Source: an optimization exercise on an open RTL-to-GDS flow (aim: small area and a short achievable clock period). Production flows keep margins and buffers that such runs may drop.
Where RTL was checked, it was by simulation tests only, not by an equivalence proof against the original.

Setup of wip/umber:
Design CPU, start of the top module:
module CPU(clock,reset,MemData,MemOut,rd,wr,PC,IR,MBR,AC,MAR,SR);
Size in the first run: ~170 flip-flops, about 110 I/O pins, about 17,000 sq um of cells after synthesis.
export LEC_CHECK = 0
export ABC_AREA = 1
export CAP_MARGIN = 20
export CORE_MARGIN = 2
export CORE_UTILIZATION = 40
export GPL_ROUTABILITY_DRIVEN = 0
export SLEW_MARGIN = 20
export SYNTH_HIERARCHICAL = 1
create_clock -name core_clock -period 32.0 [get_ports {clock}]
standard.sh (not shown) runs the stock make flow with config.mk's settings and CLKGATE_MAP_FILE= SYNTH_SCRIPT=/design/flow/synth_recipe.tcl, a recipe that flattens the netlist after the stock synthesis.
==> flow/flow/run.sh <==
#!/bin/bash
# The standard layout (standard.sh: unchanged synthesis and steps) with two
# settings passed to ORFS:
set -euo pipefail
MARGIN=$(python3 -c "print(round(${FLOW_PERIOD_NS} - 12, 3))")
bash standard.sh SETUP_SLACK_MARGIN=$MARGIN "BUFFER_PORTS_ARGS=-buffer_cell sky130_fd_sc_hd__buf_1" finish > standard_flow.log 2>&1
Input-level comparison between wip/fjord and wip/umber:
diff --git a/flow/flow/run.sh b/flow/flow/run.sh
--- a/flow/flow/run.sh
+++ b/flow/flow/run.sh
@@ -5 +5 @@
-MARGIN=$(python3 -c "print(round(${FLOW_PERIOD_NS} - 12, 3))")
+MARGIN=$(python3 -c "print(round(${FLOW_PERIOD_NS} - 12.5, 3))")
diff --git a/flow/config.mk b/flow/config.mk
--- a/flow/config.mk
+++ b/flow/config.mk
@@ -12 +11,0 @@
-export GPL_ROUTABILITY_DRIVEN = 0
Results
Relative max-transition margin on wip/fjord is behind wip/umber. Compare wip/umber and wip/fjord | final net count higher: wip/umber.
### wip/fjord -> wip/xenon
diff --git a/flow/flow/run.sh b/flow/flow/run.sh
--- a/flow/flow/run.sh
+++ b/flow/flow/run.sh
@@ -2,2 +1,0 @@
-# The standard layout (standard.sh: unchanged synthesis and steps) with two
-# settings passed to ORFS:
diff --git a/flow/config.mk b/flow/config.mk
--- a/flow/config.mk
+++ b/flow/config.mk
@@ -11,0 +12,2 @@
+export GPL_ROUTABILITY_DRIVEN = 0
+export GPL_TIMING_DRIVEN = 0
Results
- | final period utilization | higher: wip/fjord |
- SR[3] as the capturing element of the worst setup path was reported by wip/fjord, and AC[6] by wip/xenon.
- wip/xenon ended up with B1r[9] as its start point of the critical path; wip/fjord ended up with B1r[8].
- wip/fjord -> wip/xenon: die area delta 0, exact match
- NOTE: wire length of the first global-routing pass in wip/xenon exceeds that of wip/fjord
Input-level comparison between wip/sierra and wip/xenon:
diff --git a/flow/flow/run.sh b/flow/flow/run.sh
--- a/flow/flow/run.sh
+++ b/flow/flow/run.sh
@@ -3 +3 @@
-MARGIN=$(python3 -c "print(round(${FLOW_PERIOD_NS} - 12.5, 3))")
+MARGIN=$(python3 -c "print(round(${FLOW_PERIOD_NS} - 11.5, 3))")
diff --git a/flow/config.mk b/flow/config.mk
--- a/flow/config.mk
+++ b/flow/config.mk
@@ -12,2 +11,0 @@
-export GPL_ROUTABILITY_DRIVEN = 0
-export GPL_TIMING_DRIVEN = 0
==> results.txt <==
From wip/xenon to wip/sierra the numbers moved as follows: total placed instance area down about 4%; setup slack of the critical path after layout up 0.34 ns; wire length on met2 up 1300 microns; total clock buffers created by CTS flat.
Diff wip/sierra and wip/xenon: final wirelength higher in wip/sierra
Delay of the slowest cell on the worst path: wip/sierra < wip/xenon
~same die area in wip/sierra and wip/xenon
Relative to wip/sierra, the following input files were edited for wip/delta:
diff --git a/flow/flow/run.sh b/flow/flow/run.sh
--- a/flow/flow/run.sh
+++ b/flow/flow/run.sh
@@ -3 +3 @@
-MARGIN=$(python3 -c "print(round(${FLOW_PERIOD_NS} - 11.5, 3))")
+MARGIN=$(python3 -c "print(round(${FLOW_PERIOD_NS} - 12, 3))")
==> comparison <==
- wip/delta against wip/sierra: fmax now sits lower; proportion of layout cells with a drive suffix above 1 now sits lower; number of non-clock buffers in the layout now sits lower; post-CTS setup repair buffer count now sits lower; count of vias placed by the detailed router now sits lower.
- Summary of wip/delta over wip/sierra: setup slack moved down, minimum period implied by the final worst setup slack moved up, worst hold slack level, core utilization moved down.
- STATUS cell area: wip/delta wins against wip/sierra
Changes in wip/maple relative to wip/delta:
diff --git a/flow/flow/run.sh b/flow/flow/run.sh
--- a/flow/flow/run.sh
+++ b/flow/flow/run.sh
@@ -3 +3 @@
-MARGIN=$(python3 -c "print(round(${FLOW_PERIOD_NS} - 12, 3))")
+MARGIN=$(python3 -c "print(round(${FLOW_PERIOD_NS} - 12.5, 3))")
==> comparison <==
- Final area for wip/maple: about 3% down relative to wip/delta
- In the reports for wip/delta and wip/maple, the smaller wire length belongs to wip/maple.
- Slowest cell on the critical path = sky130_fd_sc_hd__nand2_2: wip/maple; slowest cell on the critical path = sky130_fd_sc_hd__nor2_2: wip/delta
- Compared with wip/delta, wip/maple shows area occupied by multi-input gates that has gone down by a few percent.
- The worst setup slack after layout of wip/maple falls short of that of wip/delta by 0.28 ns.
- [compare] base=wip/delta new=wip/maple: clock slew at the register clock pins of the worst setup and hold paths now sits at about the same level; number of setup buffers added after CTS went down by 5; final hold slack closely matched the old numbers.

---

CPU, a different RTL version from the one above (not shown whole).
Size: roughly 130 flip-flops, ~0.019 mm2 of cells after synthesis.
export LEC_CHECK = 0
export ABC_AREA = 1
export CAP_MARGIN = 20
export CORE_MARGIN = 2
export CORE_UTILIZATION = 40
export SLEW_MARGIN = 20
create_clock -name core_clock -period 32.0 [get_ports {clock}]
==> flow/flow/run.sh <==
#!/bin/bash
set -euo pipefail
MARGIN=$(python3 -c "print(round(${FLOW_PERIOD_NS} - 13, 3))")
bash standard.sh SETUP_SLACK_MARGIN=$MARGIN finish > standard_flow.log 2>&1
==> next run, changes <==
==> flow/flow/run.sh (replaced) <==
#!/bin/bash
set -euo pipefail
MARGIN=$(python3 -c "print(round(${FLOW_PERIOD_NS} - 14.5, 3))")
bash standard.sh SETUP_SLACK_MARGIN=$MARGIN finish > standard_flow.log 2>&1
The changed run ran to the end with no violations.
Global-route usage shrinks by 1.4 points.
Non-clock buffer count came out lower by 117.
Utilization decreases by 5.5 points.
Sequential cell count stays the same.
Synthesized area does not change.
No run of this note included a check of the RTL's function; only the layout flow was run.

---

CPU with an RTL version that a note above also has.
Size: roughly 3000 cells after synthesis, roughly 170 flip-flops, roughly 110 I/O pins, ~0.017 sq mm of cells after synthesis.
export LEC_CHECK = 0
export ABC_AREA = 1
export CAP_MARGIN = 20
export CORE_MARGIN = 2
export CORE_UTILIZATION = 40
export GPL_ROUTABILITY_DRIVEN = 0
export SLEW_MARGIN = 20
export SYNTH_HIERARCHICAL = 1
create_clock -name core_clock -period 32.0 [get_ports {clock}]
==> flow/flow/run.sh <==
#!/bin/bash
set -euo pipefail
MARGIN=$(python3 -c "print(round(${FLOW_PERIOD_NS} - 12.5, 3))")
bash standard.sh SETUP_SLACK_MARGIN=$MARGIN "BUFFER_PORTS_ARGS=-buffer_cell sky130_fd_sc_hd__buf_1" finish > standard_flow.log 2>&1
==> next run, changes <==
--- a/flow/flow/run.sh
+++ b/flow/flow/run.sh
@@ -3 +3 @@
-MARGIN=$(python3 -c "print(round(${FLOW_PERIOD_NS} - 12.5, 3))")
+MARGIN=$(python3 -c "print(round(${FLOW_PERIOD_NS} - 12, 3))")
Non-clock buffer count goes up by 20.
Area after synthesis stays the same.
Critical path depth goes up by 1.
Routed wire length goes up by 2.4%.

---

Setup of lane 1:
Another version of the RTL of CPU (not shown whole).
Size in the first run: roughly 2900 cells after synthesis, ~130 flip-flops, ~110 I/O pins, ~0.019 sq mm of cells after synthesis.
export LEC_CHECK = 0
export ABC_AREA = 1
export CAP_MARGIN = 20
export CORE_MARGIN = 2
export CORE_UTILIZATION = 40
export SLEW_MARGIN = 20
create_clock -name core_clock -period 32.0 [get_ports {clock}]
==> flow/flow/run.sh <==
#!/bin/bash
set -euo pipefail
MARGIN=$(python3 -c "print(${FLOW_PERIOD_NS} - 13)")
bash standard.sh SETUP_SLACK_MARGIN=$MARGIN finish > standard_flow.log 2>&1
Lane 1 has completed all stages; timing, DRC and antenna checks passed.
Relative to lane 1, the following input files were edited for lane 2:
==> flow/flow/run.sh <==
#!/bin/bash
set -euo pipefail
MARGIN=$(python3 -c "print(${FLOW_PERIOD_NS} - 16)")
bash standard.sh SETUP_SLACK_MARGIN=$MARGIN finish > standard_flow.log 2>&1
Notes after the runs:
Diff lane 1..lane 2 | synthesized cell count | unchanged. Global routing met1 resource utilization down 2.9 points in lane 2 wrt lane 1. As of lane 2, total of cells resized after clock tree synthesis had fallen by more than 10% compared to lane 1. Clock skew after layout: lane 2 vs lane 1 — no meaningful difference. Sort lane 2 and lane 1 by endpoint required time on the critical path, ascending, and lane 1 comes first. On global-route usage: lane 2 sits below lane 1.
No run of this note included a check of the RTL's function; only the layout flow was run.

---

Another version of the RTL of CPU (not shown whole).
Size in the first run: roughly 110 I/O pins, about 16000 um2 of cells after synthesis.
==> flow/config.mk <==
export PLATFORM = sky130hd
export DESIGN_NAME = CPU
export DESIGN_NICKNAME = CPU
export VERILOG_FILES = /design/flow/design.v
export SDC_FILE = /design/flow/constraint.sdc
export NUM_CORES = 4
export LEC_CHECK = 0
export ABC_AREA = 1
export CAP_MARGIN = 20
export CORE_MARGIN = 2
export CORE_UTILIZATION = 40
export CTS_BUF_LIST = sky130_fd_sc_hd__clkbuf_4 sky130_fd_sc_hd__clkbuf_8
export SLEW_MARGIN = 20
==> flow/constraint.sdc <==
create_clock -name core_clock -period 32.0 [get_ports {clock}]
set_input_delay 6.4000 -clock core_clock [delete_from_list [all_inputs] [get_ports {clock}]]
set_output_delay 6.4000 -clock core_clock [all_outputs]
set_load 0.01 [all_outputs]
==> flow/flow/run.sh <==
#!/bin/bash
set -euo pipefail
MARGIN=$(python3 -c "print(round(${FLOW_PERIOD_NS} - 13.5, 3))")
bash standard.sh SETUP_SLACK_MARGIN=$MARGIN "BUFFER_PORTS_ARGS=-buffer_cell sky130_fd_sc_hd__buf_1" finish > standard_flow.log 2>&1
Change:
--- a/flow/flow/run.sh
+++ b/flow/flow/run.sh
@@ -3 +3 @@
-MARGIN=$(python3 -c "print(round(${FLOW_PERIOD_NS} - 13.5, 3))")
+MARGIN=$(python3 -c "print(round(${FLOW_PERIOD_NS} - 14, 3))")
--- a/flow/config.mk
+++ b/flow/config.mk
@@ -12 +11,0 @@
-export CTS_BUF_LIST = sky130_fd_sc_hd__clkbuf_4 sky130_fd_sc_hd__clkbuf_8
After rerunning: Final cell count drops by 0.74%. Die area stays the same. Synthesized area does not change.
Change:
--- a/flow/flow/run.sh
+++ b/flow/flow/run.sh
@@ -1,0 +2,6 @@
+# The standard layout (standard.sh, unchanged synthesis and steps) with two
+# settings passed to ORFS:
+#  - BUFFER_PORTS_ARGS: every port still gets its own buffer, a buf_1 instead
+#    of the larger delay cell buffer_ports picks by default.
+# The make output goes to standard_flow.log; ORFS keeps each step's log under
+# orfs/logs/.
@@ -3 +9 @@
-MARGIN=$(python3 -c "print(round(${FLOW_PERIOD_NS} - 14, 3))")
+MARGIN=$(python3 -c "print(round(${FLOW_PERIOD_NS} - 13.5, 3))")
Outcome: Global-route usage grows by 0.17 points. Fmax grows by 2.0%. Routed wire length grows by 0.78%.

==> re-timing with driven ports <==
The flow's constraints put no driver on any port. The routed layouts listed below were extracted and timed again, unchanged, in two steps. Step 1 assumes that a clkbuf_16 drives the clock port and a buf_2 every other input. Step 2 times the ports against the registers' clock, not the clock port: input delays grow and output delays shrink by t, the midpoint of the rising clock arrivals with the driver on. a / b / c = no drivers / after step 1 / after step 2; a / b = the first two.
run	t (ns)	setup slack, ns	hold slack, ns	latest minus earliest clock arrival (ns)	pins driven straight from the clock port
wip/umber	0.500	20.535 / 20.480 / 20.910	0.330 / 0.330 / 0.330	0.017 / 0.016	1
wip/fjord	0.499	20.143 / 20.090 / 20.589	0.329 / 0.329 / 0.329	0.010 / 0.010	1
wip/xenon	0.510	20.482 / 20.427 / 20.806	0.328 / 0.328 / 0.328	0.019 / 0.019	1
wip/sierra	0.499	20.821 / 20.768 / 21.267	0.328 / 0.328 / 0.328	0.013 / 0.012	1
wip/delta	0.502	20.428 / 20.374 / 20.876	0.328 / 0.328 / 0.328	0.012 / 0.012	1
wip/maple	0.499	20.143 / 20.090 / 20.589	0.329 / 0.329 / 0.329	0.010 / 0.010	1
the first run of note 2	0.512	18.905 / 18.853 / 18.636	0.324 / 0.324 / 0.324	0.015 / 0.015	1
the second run of note 2	0.516	17.937 / 17.881 / 17.630	0.307 / 0.307 / 0.307	0.021 / 0.021	1
the first run of note 3	0.502	20.128 / 20.073 / 20.575	0.330 / 0.330 / 0.330	0.017 / 0.017	1
the second run of note 3	0.500	20.535 / 20.480 / 20.910	0.330 / 0.330 / 0.330	0.017 / 0.016	1
lane 1	0.512	15.822 / 15.822 / 15.822	0.329 / 0.329 / 0.329	0.021 / 0.021	1
lane 2	0.518	15.837 / 15.837 / 15.837	0.318 / 0.318 / 0.318	0.020 / 0.019	1
the first run of note 5	0.534	18.404 / 18.354 / 18.341	0.335 / 0.335 / 0.335	0.021 / 0.020	1
the second run of note 5	0.496	18.236 / 18.184 / 18.225	0.332 / 0.332 / 0.332	0.021 / 0.020	1
the third run of note 5	0.489	18.509 / 18.458 / 18.266	0.331 / 0.331 / 0.331	0.017 / 0.017	1
After both steps every run listed still meets setup and hold. For the second run of note 2, which loses most, drivers alone change the setup slack by -0.056 ns; drivers and shift together by -0.307 ns.
